From an optimization exercise on the open Yosys and OpenROAD flow, aimed at small area; shortcuts taken in it are not production practice. Where RTL was checked, it was by simulation tests only, not by an equivalence proof against the original. No driver is modelled on the clock port, so clock power and skew are understated where the tree is cut down; a real chip needs a root buffer or a tree. Power figures rest on the tool's default switching activity, not on a simulated workload.

==> inputs of zinc <==
==> flow/design.v <==
module perceptron_uart (
    input  wire rst_n,
    input  wire clk,
    input  wire rx,
    output wire tx
);
    reg [4:0] p;                  
    reg [5:0] j;                  
    wire rev_end = (p == 5'd31);
    always @(posedge clk) begin
        p <= p + 5'd1;
        j <= (j == 6'd0) ? 6'd32 : j - 6'd1;
    end
    wire rxs = rx;                
    reg rxm, txm;                 
    reg txq;                      
    reg [2:0] bc;                 
    wire clr = (bc == 3'd6);
    reg [5:0] q;                  
    reg [3:0] k;                  
    reg [1:0] op;                 
    reg bb;                       
    assign tx = txq;
    wire tick = rev_end && (q == 6'd63);
    wire idle = !rxm && !txm;
    wire start = idle && !rxs;
    reg [31:0] wr;
    reg [32:0] ir;
    wire wt = wr[0];
    wire it = ir[32];
    wire [3:0] a = p[3:0];
    wire valid = !j[5] && (j[4] != p[4]);      
    wire [3:0] tgt = {~bc[0], k[2:0]};
    wire sel_in = op[1] & op[0];
    wire [4:0] cmpv = sel_in ? {~j[4], j[3:0]} : p;
    wire hit = (cmpv == {bc[1], tgt}) && !(sel_in && j[5]);
    wire dwin = !k[3] && !bc[2];              
    wire ins = rxm && dwin && hit;
    wire w_in = !clr && ((ins && !op[0]) ? bb : wt);
    wire i_in = !clr && ((ins &&  op[0]) ? bb : it);
    always @(posedge clk) begin
        wr <= {w_in, wr[31:1]};
        ir <= {ir[31:0], i_in};
    end
    reg [4:0] ca, cb;             
    reg cr;                       
    wire a15 = (a == 4'd15);
    wire b15 = (j[3:0] == 4'd15);
    wire pp = (wt & it) ^ (a15 ^ b15);
    wire cst = (p == 5'd1) && j[5];           
    wire inc = valid ? pp : cst;
    wire [4:0] an = ca + {4'd0, inc & !p[4]};
    wire [4:0] bn = cb + {4'd0, inc &  p[4]};
    wire sbit = ca[0] ^ bn[0] ^ cr;           
    wire cout = (ca[0] & bn[0]) | (cr & (ca[0] ^ bn[0]));
    always @(posedge clk) begin
        if (rev_end) begin
            ca <= {1'b0, an[4:1]};
            cb <= {1'b0, bn[4:1]};
            cr <= (j == 6'd29) ? 1'b0 : cout;  
        end else begin
            ca <= an;
            cb <= bn;
        end
    end
    reg sb;
    always @(posedge clk) if (rev_end) sb <= sbit;
    wire [2:0] e = k[2:0];
    wire cbit = (e == 3'd0) ? op[1] :
                (e == 3'd2) || (e == 3'd5) || (e == 3'd6);
    wire expb = op[1] ? (k == 4'd3 || k == 4'd4) : (k == 4'd1);
    always @(posedge clk) begin
        if (start) q <= 6'd44;
        else if (rev_end) q <= (q == 6'd63) ? 6'd25 : q + 6'd1;
        if (start) k <= 4'd14;
        else if (tick) begin
            if ((rxm && k == 4'd7) || (txm && k == 4'd9)) k <= 4'd0;
            else k <= k + 4'd1;
        end
        if (rxm && tick && bc == 3'd7) begin
            if (k == 4'd15) op[0] <= rxs;
            else if (k == 4'd0) op[1] <= rxs;
            else if (k <= 4'd6 && rxs != expb) op <= 2'b00;
        end
        if (rxm) begin
            if (tick) bb <= rxs;
        end else if (txm && !k[3]) begin
            if (bc == 3'd7 || (bc == 3'd4 && op[1])) bb <= cbit;
            else if (hit && (!bc[2] || j == 6'd29)) bb <= bc[2] ? sb : wt;
        end
    end
    always @(posedge clk or negedge rst_n) begin
        if (!rst_n) begin
            rxm <= 1'b0;
            txm <= 1'b0;
            txq <= 1'b1;
            bc  <= 3'd6;
        end else begin
            if (tick && rxm && clr) bc <= 3'd7;
            if (start) rxm <= 1'b1;
            if (rxm && tick && k == 4'd7) begin
                rxm <= 1'b0;
                if (bc == 3'd3 || (bc == 3'd7 && op == 2'b01)) begin
                    txm <= 1'b1;
                    txq <= 1'b0;
                end
                if (bc != 3'd7 || op[1]) bc <= bc + 3'd1;
            end
            if (txm && tick) begin
                if (!k[3]) txq <= bb;
                else if (k == 4'd8) txq <= 1'b1;
                else if ((bc == 3'd4 && op[1]) || bc == 3'd5) begin
                    txm <= 1'b0;
                    bc  <= 3'd7;
                end else begin
                    txq <= 1'b0;
                    bc  <= bc + 3'd1;
                end
            end
        end
    end
endmodule
==> flow/flow/run.sh <==
#!/bin/bash
# Own layout flow: the standard ORFS flow (standard.sh) with three changes:
#  - an area-oriented ABC script for the combinational logic, and adders left
#    to ABC instead of the half/full-adder map (registers are mapped exactly as
#    in the standard synthesis: the dfflibmap step is untouched);
#  - plain buf_1 cells as the port buffers;
#  - a flat clock distribution (mycts.tcl) in place of clock_tree_synthesis:
#    a few clock buffers, all fed straight from the clk port, each driving one
#    group of registers, so every register sees the same buffer delay.
# Every tool's output stays in the ORFS logs under orfs/logs; make's own output
# goes to standard.log.
set -euo pipefail
W=$(pwd)
rm -rf "$W/scripts_mod"
cp -r "$FLOW_HOME/scripts" "$W/scripts_mod"
cp "$W/flow/abc_area.script" "$W/scripts_mod/abc_area.script"
# swap the clock_tree_synthesis call for the flat distribution
sed -i "s|^log_cmd clock_tree_synthesis {\*}\$cts_args|source $W/flow/mycts.tcl|" "$W/scripts_mod/cts.tcl"
grep -q "mycts.tcl" "$W/scripts_mod/cts.tcl"
bash "$W/standard.sh" SCRIPTS_DIR="$W/scripts_mod" ABC_AREA=1 ADDER_MAP_FILE= \
    "BUFFER_PORTS_ARGS=-buffer_cell sky130_fd_sc_hd__buf_1" \
    "MY_CLK_BUF=$(cat "$W/flow/clkbuf.txt")" finish > "$W/standard.log" 2>&1
==> flow/flow/abc_area.script <==
&get -n
&st
&dch -f
&nf -p -R 1000 -F 10 -A 10 -C 32
&put
mfs2
strash
&get -n
&st
&dch -f
&nf -p -R 1000 -F 10 -A 10 -C 32
&put
mfs2
strash
&get -n
&st
&dch -f
&nf -p -R 1000 -F 10 -A 10 -C 32
&put
mfs2
strash
&get -n
&st
&dch -f
&nf -p -R 1000 -F 10 -A 10 -C 32
&put
mfs2
strash
&get -n
&st
&dch -f
&nf -p -R 1000 -F 10 -A 10 -C 32
&put
topo
==> flow/flow/clkbuf.txt <==
sky130_fd_sc_hd__clkbuf_4 10 sky130_fd_sc_hd__clkbuf_8
==> flow/flow/mycts.tcl <==
# Flat clock distribution, run in ORFS's CTS step instead of clock_tree_synthesis.
# MY_CLK_BUF is "<cell> <count> [<root cell>]": count leaf buffers of that cell,
# each driving one group of registers. The groups come from k-means on the
# register positions (balanced: equal group sizes); each leaf buffer is placed
# at its group's centroid. The
# leaves are fed from the clk port net, or, with a root cell, from one root
# buffer (fed from the port) placed at the leaves' centroid.
set cfg $::env(MY_CLK_BUF)
set bufcell [lindex $cfg 0]
set nbuf [lindex $cfg 1]
set rootcell [lindex $cfg 2]
set db [ord::get_db]
set block [ord::get_db_block]
set clknet [$block findNet clk]
set master [$db findMaster $bufcell]
set pts {}
foreach it [$clknet getITerms] {
  set box [[$it getInst] getBBox]
  lappend pts [list [expr {([$box xMin] + [$box xMax]) / 2.0}] [expr {([$box yMin] + [$box yMax]) / 2.0}] $it]
}
set n [llength $pts]
puts "mycts: $n clock sinks, $nbuf x $bufcell"
# seeds: spread along the sorted-by-x list, then Lloyd iterations
set sorted [lsort -real -index 0 $pts]
set cents {}
for {set g 0} {$g < $nbuf} {incr g} {
  set p [lindex $sorted [expr {int(($g + 0.5) * $n / $nbuf)}]]
  lappend cents [list [lindex $p 0] [lindex $p 1]]
}
# Lloyd iterations with balanced groups: each group takes at most
# ceil(n / nbuf) registers, assigned nearest-first.
set cap [expr {($n + $nbuf - 1) / $nbuf}]
for {set iter 0} {$iter < 30} {incr iter} {
  set cand {}
  for {set i 0} {$i < $n} {incr i} {
    set p [lindex $pts $i]
    for {set g 0} {$g < $nbuf} {incr g} {
      set c [lindex $cents $g]
      lappend cand [list [expr {abs([lindex $p 0] - [lindex $c 0]) + abs([lindex $p 1] - [lindex $c 1])}] $i $g]
    }
  }
  set cand [lsort -real -index 0 $cand]
  set taken {}
  set fill {}
  set groups {}
  for {set g 0} {$g < $nbuf} {incr g} { lappend fill 0; lappend groups {} }
  foreach c $cand {
    lassign $c d i g
    if {[dict exists $taken $i] || [lindex $fill $g] >= $cap} { continue }
    dict set taken $i 1
    lset fill $g [expr {[lindex $fill $g] + 1}]
    lset groups $g [concat [lindex $groups $g] [list [lindex $pts $i]]]
  }
  set newc {}
  for {set g 0} {$g < $nbuf} {incr g} {
    set grp [lindex $groups $g]
    if {[llength $grp] == 0} { lappend newc [lindex $cents $g]; continue }
    set sx 0.0
    set sy 0.0
    foreach p $grp { set sx [expr {$sx + [lindex $p 0]}]; set sy [expr {$sy + [lindex $p 1]}] }
    lappend newc [list [expr {$sx / [llength $grp]}] [expr {$sy / [llength $grp]}]]
  }
  set cents $newc
}
set feed $clknet
if {$rootcell ne ""} {
  set rx 0.0
  set ry 0.0
  foreach c $cents { set rx [expr {$rx + [lindex $c 0]}]; set ry [expr {$ry + [lindex $c 1]}] }
  set rinst [odb::dbInst_create $block [$db findMaster $rootcell] "clkbuf_flat_root"]
  set feed [odb::dbNet_create $block "clknet_flat_root"]
  $feed setSigType CLOCK
  [$rinst findITerm A] connect $clknet
  [$rinst findITerm X] connect $feed
  $rinst setLocation [expr {int($rx / $nbuf)}] [expr {int($ry / $nbuf)}]
  $rinst setPlacementStatus PLACED
  puts "mycts: root clkbuf_flat_root ($rootcell)"
}
for {set g 0} {$g < $nbuf} {incr g} {
  set grp [lindex $groups $g]
  if {[llength $grp] == 0} { continue }
  set c [lindex $cents $g]
  set inst [odb::dbInst_create $block $master "clkbuf_flat_$g"]
  set net [odb::dbNet_create $block "clknet_flat_$g"]
  $net setSigType CLOCK
  foreach p $grp {
    set it [lindex $p 2]
    $it disconnect
    $it connect $net
  }
  [$inst findITerm A] connect $feed
  [$inst findITerm X] connect $net
  $inst setLocation [expr {int([lindex $c 0])}] [expr {int([lindex $c 1])}]
  $inst setPlacementStatus PLACED
  puts "mycts: clkbuf_flat_$g drives [llength $grp] sinks at $c"
}
set_propagated_clock [all_clocks]
==> flow/standard.sh <==
#!/bin/bash
# synth_recipe.tcl (not shown) runs the flow's synth.tcl, then flattens the netlist and writes it again
# the make line also repeats each setting of config.mk as NAME=value (left out here)
make -C /OpenROAD-flow-scripts/flow DESIGN_CONFIG=/design/flow/config.mk WORK_HOME=/design/flow/orfs CLKGATE_MAP_FILE= SYNTH_SCRIPT=/design/flow/synth_recipe.tcl "${@:-finish}"
==> flow/config.mk <==
export PLATFORM = sky130hd
export DESIGN_NAME = perceptron_uart
export DESIGN_NICKNAME = perceptron_uart
export VERILOG_FILES = /design/flow/design.v
export SDC_FILE = /design/flow/constraint.sdc
export NUM_CORES = 4
export LEC_CHECK = 0
export CAP_MARGIN = 20
export CORE_MARGIN = 2
export CORE_UTILIZATION = 75
export SLEW_MARGIN = 20
==> flow/constraint.sdc <==
create_clock -name core_clock -period 12.0 [get_ports {clk}]
set_input_delay 2.4000 -clock core_clock [delete_from_list [all_inputs] [get_ports {clk}]]
set_output_delay 2.4000 -clock core_clock [all_outputs]
set_load 0.01 [all_outputs]
==> raven: changes against zinc <==
==> flow/design.v, changed modules only <==
module perceptron_uart (
    input  wire rst_n,
    input  wire clk,
    input  wire rx,
    output wire tx
);
    reg [4:0] p;                  
    reg [5:0] j;                  
    wire rev_end = (p == 5'd31);
    always @(posedge clk) begin
        p <= p + 5'd1;
        j <= (j == 6'd0) ? 6'd32 : j - 6'd1;
    end
    wire rxs = rx;                
    reg rxm, txm;                 
    reg txq;                      
    reg [2:0] bc;                 
    wire clr = (bc == 3'd6);
    reg [5:0] q;                  
    reg [3:0] k;                  
    reg [1:0] op;                 
    reg bb;                       
    assign tx = txq;
    wire tick = rev_end && (q == 6'd63);
    wire idle = !rxm && !txm;
    wire start = idle && !rxs;
    reg [31:0] wr;
    reg [32:0] ir;
    wire wt = wr[0];
    wire it = ir[32];
    wire [3:0] a = p[3:0];
    wire valid = !j[5] && (j[4] != p[4]);      
    wire [3:0] tgt = {~bc[0], k[2:0]};
    wire sel_in = op[1] & op[0];
    wire [4:0] cmpv = sel_in ? {~j[4], j[3:0]} : p;
    wire hit = (cmpv == {bc[1], tgt}) && !(sel_in && j[5]);
    wire dwin = !k[3] && !bc[2];              
    wire ins = rxm && dwin && hit;
    wire w_in = !clr && ((ins && !op[0]) ? bb : wt);
    wire i_in = !clr && ((ins &&  op[0]) ? bb : it);
    always @(posedge clk) begin
        wr <= {w_in, wr[31:1]};
        ir <= {ir[31:0], i_in};
    end
    reg [4:0] ca, cb;             
    reg cr;                       
    wire a15 = (a == 4'd15);
    wire b15 = (j[3:0] == 4'd15);
    wire pp = (wt & it) ^ (a15 ^ b15);
    wire cst = (p == 5'd1) && j[5];           
    wire inc = valid ? pp : cst;
    wire [4:0] an = ca + {4'd0, inc & !p[4]};
    wire [4:0] bn = cb + {4'd0, inc &  p[4]};
    wire sbit = an[0] ^ bn[0] ^ cr;
    wire cout = (an[0] & bn[0]) | (cr & (an[0] ^ bn[0]));
    always @(posedge clk) begin
        if (rev_end) begin
            if (j == 6'd17) begin             
                ca <= 5'd0;
                cb <= 5'd0;
            end else begin
                ca <= {1'b0, an[4:1]};
                cb <= {1'b0, bn[4:1]};
            end
            cr <= (j == 6'd29) ? 1'b0 : cout;  
        end else begin
            ca <= an;
            cb <= bn;
        end
    end
    wire [5:0] rn = {2'b00, ~bc[0], k[2:0]};
    wire [5:0] jp3 = j + 6'd3;
    wire rmatch = (jp3[5:4] == 2'b00 && jp3[3:0] == rn[3:0]) ||
                  (jp3[5:2] == 4'b1000 && rn[3:2] == 2'b00 && rn[1:0] != 2'd3 && jp3[1:0] == rn[1:0] + 2'd1);
    wire [2:0] e = k[2:0];
    wire cbit = (e == 3'd0) ? op[1] :
                (e == 3'd2) || (e == 3'd5) || (e == 3'd6);
    wire expb = op[1] ? (k == 4'd3 || k == 4'd4) : (k == 4'd1);
    always @(posedge clk) begin
        if (start) q <= 6'd44;
        else if (rev_end) q <= (q == 6'd63) ? 6'd25 : q + 6'd1;
        if (start) k <= 4'd14;
        else if (tick) begin
            if ((rxm && k == 4'd7) || (txm && k == 4'd9)) k <= 4'd0;
            else k <= k + 4'd1;
        end
        if (rxm && tick && bc == 3'd7) begin
            if (k == 4'd15) op[0] <= rxs;
            else if (k == 4'd0) op[1] <= rxs;
            else if (k <= 4'd6 && rxs != expb) op <= 2'b00;
        end
        if (rxm) begin
            if (tick) bb <= rxs;
        end else if (txm && !k[3]) begin
            if (bc == 3'd7) bb <= cbit;
            else if (!bc[2]) begin
                if (hit) bb <= wt;
            end else if (rev_end && rmatch) bb <= sbit;
        end
    end
    always @(posedge clk or negedge rst_n) begin
        if (!rst_n) begin
            rxm <= 1'b0;
            txm <= 1'b0;
            txq <= 1'b1;
            bc  <= 3'd6;
        end else begin
            if (tick && rxm && clr) bc <= 3'd7;
            if (start) rxm <= 1'b1;
            if (rxm && tick && k == 4'd7) begin
                rxm <= 1'b0;
                if (bc == 3'd7) begin
                    if (op == 2'b01) begin
                        txm <= 1'b1;
                        txq <= 1'b0;
                    end else if (op[1]) begin
                        bc <= 3'd0;
                    end
                end else if (bc == 3'd3) begin
                    txm <= 1'b1;
                    txq <= 1'b0;
                    bc  <= 3'd7;
                end else begin
                    bc <= bc + 3'd1;
                end
            end
            if (txm && tick) begin
                if (!k[3]) txq <= bb;
                else if (k == 4'd8) txq <= 1'b1;
                else if ((bc == 3'd7 && op[1]) || bc == 3'd5) begin
                    txm <= 1'b0;
                    bc  <= 3'd7;
                end else begin
                    txq <= 1'b0;
                    bc  <= bc + 3'd1;
                end
            end
        end
    end
endmodule
==> flow/flow/abc_area.script (replaced) <==
&get -n
&st
&dch -f
&nf -p -R 1000 -F 10 -A 10 -C 32
&put
mfs2
strash
&get -n
&st
&dch -f
&nf -p -R 1000 -F 10 -A 10 -C 32
&put
topo
==> flow/flow/clkbuf.txt (replaced) <==
sky130_fd_sc_hd__clkbuf_16 4
==> flow/flow/mycts.tcl (replaced) <==
# Flat clock distribution, run in ORFS's CTS step instead of clock_tree_synthesis.
# MY_CLK_BUF is "<cell> <count>": count buffers of that cell, each fed from the
# clk port net and driving one group of registers. The groups come from k-means
# on the register positions; each buffer is placed at its group's centroid.
set cfg $::env(MY_CLK_BUF)
set bufcell [lindex $cfg 0]
set nbuf [lindex $cfg 1]
set db [ord::get_db]
set block [ord::get_db_block]
set clknet [$block findNet clk]
set master [$db findMaster $bufcell]
set pts {}
foreach it [$clknet getITerms] {
  set box [[$it getInst] getBBox]
  lappend pts [list [expr {([$box xMin] + [$box xMax]) / 2.0}] [expr {([$box yMin] + [$box yMax]) / 2.0}] $it]
}
set n [llength $pts]
puts "mycts: $n clock sinks, $nbuf x $bufcell"
# seeds: spread along the sorted-by-x list, then Lloyd iterations
set sorted [lsort -real -index 0 $pts]
set cents {}
for {set g 0} {$g < $nbuf} {incr g} {
  set p [lindex $sorted [expr {int(($g + 0.5) * $n / $nbuf)}]]
  lappend cents [list [lindex $p 0] [lindex $p 1]]
}
for {set iter 0} {$iter < 50} {incr iter} {
  set groups {}
  for {set g 0} {$g < $nbuf} {incr g} { lappend groups {} }
  foreach p $pts {
    set best 0
    set bd 1e30
    for {set g 0} {$g < $nbuf} {incr g} {
      set c [lindex $cents $g]
      set d [expr {abs([lindex $p 0] - [lindex $c 0]) + abs([lindex $p 1] - [lindex $c 1])}]
      if {$d < $bd} { set bd $d; set best $g }
    }
    lset groups $best [concat [lindex $groups $best] [list $p]]
  }
  set newc {}
  for {set g 0} {$g < $nbuf} {incr g} {
    set grp [lindex $groups $g]
    if {[llength $grp] == 0} { lappend newc [lindex $cents $g]; continue }
    set sx 0.0
    set sy 0.0
    foreach p $grp { set sx [expr {$sx + [lindex $p 0]}]; set sy [expr {$sy + [lindex $p 1]}] }
    lappend newc [list [expr {$sx / [llength $grp]}] [expr {$sy / [llength $grp]}]]
  }
  set cents $newc
}
for {set g 0} {$g < $nbuf} {incr g} {
  set grp [lindex $groups $g]
  if {[llength $grp] == 0} { continue }
  set c [lindex $cents $g]
  set inst [odb::dbInst_create $block $master "clkbuf_flat_$g"]
  set net [odb::dbNet_create $block "clknet_flat_$g"]
  $net setSigType CLOCK
  foreach p $grp {
    set it [lindex $p 2]
    $it disconnect
    $it connect $net
  }
  [$inst findITerm A] connect $clknet
  [$inst findITerm X] connect $net
  $inst setLocation [expr {int([lindex $c 0])}] [expr {int([lindex $c 1])}]
  $inst setPlacementStatus PLACED
  puts "mycts: clkbuf_flat_$g drives [llength $grp] sinks at $c"
}
set_propagated_clock [all_clocks]
- CORE_UTILIZATION: 75 -> 60
==> lagoon: changes against zinc <==
==> flow/flow/clkbuf.txt (replaced) <==
sky130_fd_sc_hd__inv_4 8 sky130_fd_sc_hd__inv_6 2
--- a/flow/flow/mycts.tcl
+++ b/flow/flow/mycts.tcl
@@ -1,9 +1,10 @@
 # Flat clock distribution, run in ORFS's CTS step instead of clock_tree_synthesis.
-# MY_CLK_BUF is "<cell> <count> [<root cell>]": count leaf buffers of that cell,
+# MY_CLK_BUF is "<cell> <count> [<root cell> [<root count>]]": count leaf cells,
 # each driving one group of registers. The groups come from k-means on the
 # register positions (balanced: equal group sizes); each leaf buffer is placed
 # at its group's centroid. The
-# leaves are fed from the clk port net, or, with a root cell, from one root
-# buffer (fed from the port) placed at the leaves' centroid.
+# leaves are fed from the clk port net, or, with a root cell, from root cells
+# (fed from the port) placed at the centroid of the leaves each one feeds. With
+# inverters as both root and leaf cells the registers still see clk's polarity.
 set cfg $::env(MY_CLK_BUF)
 set bufcell [lindex $cfg 0]
@@ -63,17 +64,40 @@
   set cents $newc
 }
-set feed $clknet
+proc pin_of {inst dir} {
+  foreach it [$inst getITerms] {
+    if {[$it getSigType] eq "POWER" || [$it getSigType] eq "GROUND"} { continue }
+    if {[$it getIoType] eq $dir} { return $it }
+  }
+  error "mycts: no $dir pin on [$inst getName]"
+}
+# roots: nroot cells fed from the port, each feeding the leaves nearest it
+# (leaves split into equal runs along x)
+set nroot 1
+if {[llength $cfg] > 3} { set nroot [lindex $cfg 3] }
+set leafroot {}
+for {set g 0} {$g < $nbuf} {incr g} { lappend leafroot $clknet }
 if {$rootcell ne ""} {
-  set rx 0.0
-  set ry 0.0
-  foreach c $cents { set rx [expr {$rx + [lindex $c 0]}]; set ry [expr {$ry + [lindex $c 1]}] }
-  set rinst [odb::dbInst_create $block [$db findMaster $rootcell] "clkbuf_flat_root"]
-  set feed [odb::dbNet_create $block "clknet_flat_root"]
-  $feed setSigType CLOCK
-  [$rinst findITerm A] connect $clknet
-  [$rinst findITerm X] connect $feed
-  $rinst setLocation [expr {int($rx / $nbuf)}] [expr {int($ry / $nbuf)}]
-  $rinst setPlacementStatus PLACED
-  puts "mycts: root clkbuf_flat_root ($rootcell)"
+  set order {}
+  for {set g 0} {$g < $nbuf} {incr g} { lappend order [list [lindex [lindex $cents $g] 0] $g] }
+  set order [lsort -real -index 0 $order]
+  for {set r 0} {$r < $nroot} {incr r} {
+    set mine [lrange $order [expr {$r * $nbuf / $nroot}] [expr {($r + 1) * $nbuf / $nroot - 1}]]
+    set rx 0.0
+    set ry 0.0
+    foreach o $mine {
+      set c [lindex $cents [lindex $o 1]]
+      set rx [expr {$rx + [lindex $c 0]}]
+      set ry [expr {$ry + [lindex $c 1]}]
+    }
+    set rinst [odb::dbInst_create $block [$db findMaster $rootcell] "clkbuf_flat_root$r"]
+    set rnet [odb::dbNet_create $block "clknet_flat_root$r"]
+    $rnet setSigType CLOCK
+    [pin_of $rinst INPUT] connect $clknet
+    [pin_of $rinst OUTPUT] connect $rnet
+    $rinst setLocation [expr {int($rx / [llength $mine])}] [expr {int($ry / [llength $mine])}]
+    $rinst setPlacementStatus PLACED
+    foreach o $mine { lset leafroot [lindex $o 1] $rnet }
+    puts "mycts: root clkbuf_flat_root$r ($rootcell) feeds [llength $mine] leaves"
+  }
 }
 for {set g 0} {$g < $nbuf} {incr g} {
@@ -89,6 +113,6 @@
     $it connect $net
   }
-  [$inst findITerm A] connect $feed
-  [$inst findITerm X] connect $net
+  [pin_of $inst INPUT] connect [lindex $leafroot $g]
+  [pin_of $inst OUTPUT] connect $net
   $inst setLocation [expr {int([lindex $c 0])}] [expr {int([lindex $c 1])}]
   $inst setPlacementStatus PLACED
==> notes.md <==
zinc completed with no timing, DRC or antenna violations. raven passed the timing, DRC and antenna checks. lagoon finished clean. Synthesized cell count is the same in zinc and lagoon. Clock power: zinc is higher than lagoon (about 10%). Fmax, lowest first: lagoon, zinc, raven. Final cell count: raven > zinc > lagoon. The highest total power belongs to zinc, the lowest to lagoon. In sequential cell count, zinc and lagoon do not differ. Against zinc, the area after synthesis of raven is higher by 5.9%. The highest design area belongs to raven, the lowest to lagoon.
==> figures <==
Result of the run: zinc complete, no violations; lagoon complete, no violations; raven complete, no violations
CP startpoint kind: zinc register; lagoon register; raven primary input
Logic depth of the worst register-to-register path: zinc 13; lagoon 13; raven 10
Fmax: zinc 283 MHz; lagoon 279 MHz; raven 299 MHz
Number of flops mapped to enable cells by yosys: zinc 5; lagoon 5; raven 4
Count of non-filler cells in the finished layout: zinc 364; lagoon 363; raven 409
Xor and xnor fraction of the mapped netlist area: zinc 6.35%; lagoon 6.35%; raven 7.50%
Total Power: zinc 0.000509 W; lagoon 0.000492 W; raven 0.000507 W
Met1 layer wirelength in the final routing: zinc 2420 um; lagoon 2480 um; raven 2930 um
Count of inserted tapcells: zinc 52; lagoon 52; raven 72
Endpoint required time on the critical path: zinc 12.29 ns; lagoon 12.07 ns; raven 12.01 ns
Clk network pwr share: zinc 27.6%; lagoon 25.2%; raven 28.1%
Routed via count: zinc 2,167; lagoon 2,164; raven 2,372
GR Util All Layers: zinc 22.1%; lagoon 22.2%; raven 19.4%
Syn_area_per_cell: zinc 11.1 um2; lagoon 11.1 um2; raven 10.7 um2
Slew of the pin with the lowest slew margin: zinc 0.697 ns; lagoon 0.695 ns; raven 0.888 ns
Area of the mapped netlist: zinc 3310 um2; lagoon 3310 um2; raven 3500 um2
Initial drt markers: zinc 141; lagoon 129; raven 140
Function not checked in raven: the RTL went through the layout flow alone. No run of this note takes its clock network from TritonCTS; it comes from the design's own scripts or RTL.

[static timing again, ports no longer ideal]
In the flow no input, the clock included, has a driving cell. The finished layouts below were timed again as built, in two steps.
Step 1 assumes that a clkbuf_16 drives the clock port and a buf_2 every other input.
Step 2 moves the port delays by t, midway between the first and last clock arrival at a register: inputs arrive t later, outputs are due t later. That takes back most of the time a late clock gives input paths.
Slacks: no drivers / after step 1 / after step 2; pairs: no drivers / after step 1.
run | t, ns | setup WS [ns] | worst hold slack (ns) | worst setup path after step 2 | cell pins on the clock port's net
zinc | 0.374 | 8.472 / 8.472 / 8.472 | 0.318 / 0.318 / 0.318 | register to register | 1
raven | 0.230 | 8.657 / 8.703 / 8.482 | 0.311 / 0.311 / 0.311 | input to register | 4
lagoon | 0.196 | 8.419 / 8.419 / 8.419 | 0.328 / 0.328 / 0.328 | register to register | 2
After both steps setup and hold are still met in every run listed. The setup slack of raven, which loses most, moves by +0.046 ns with the drivers and by -0.175 ns with both steps.
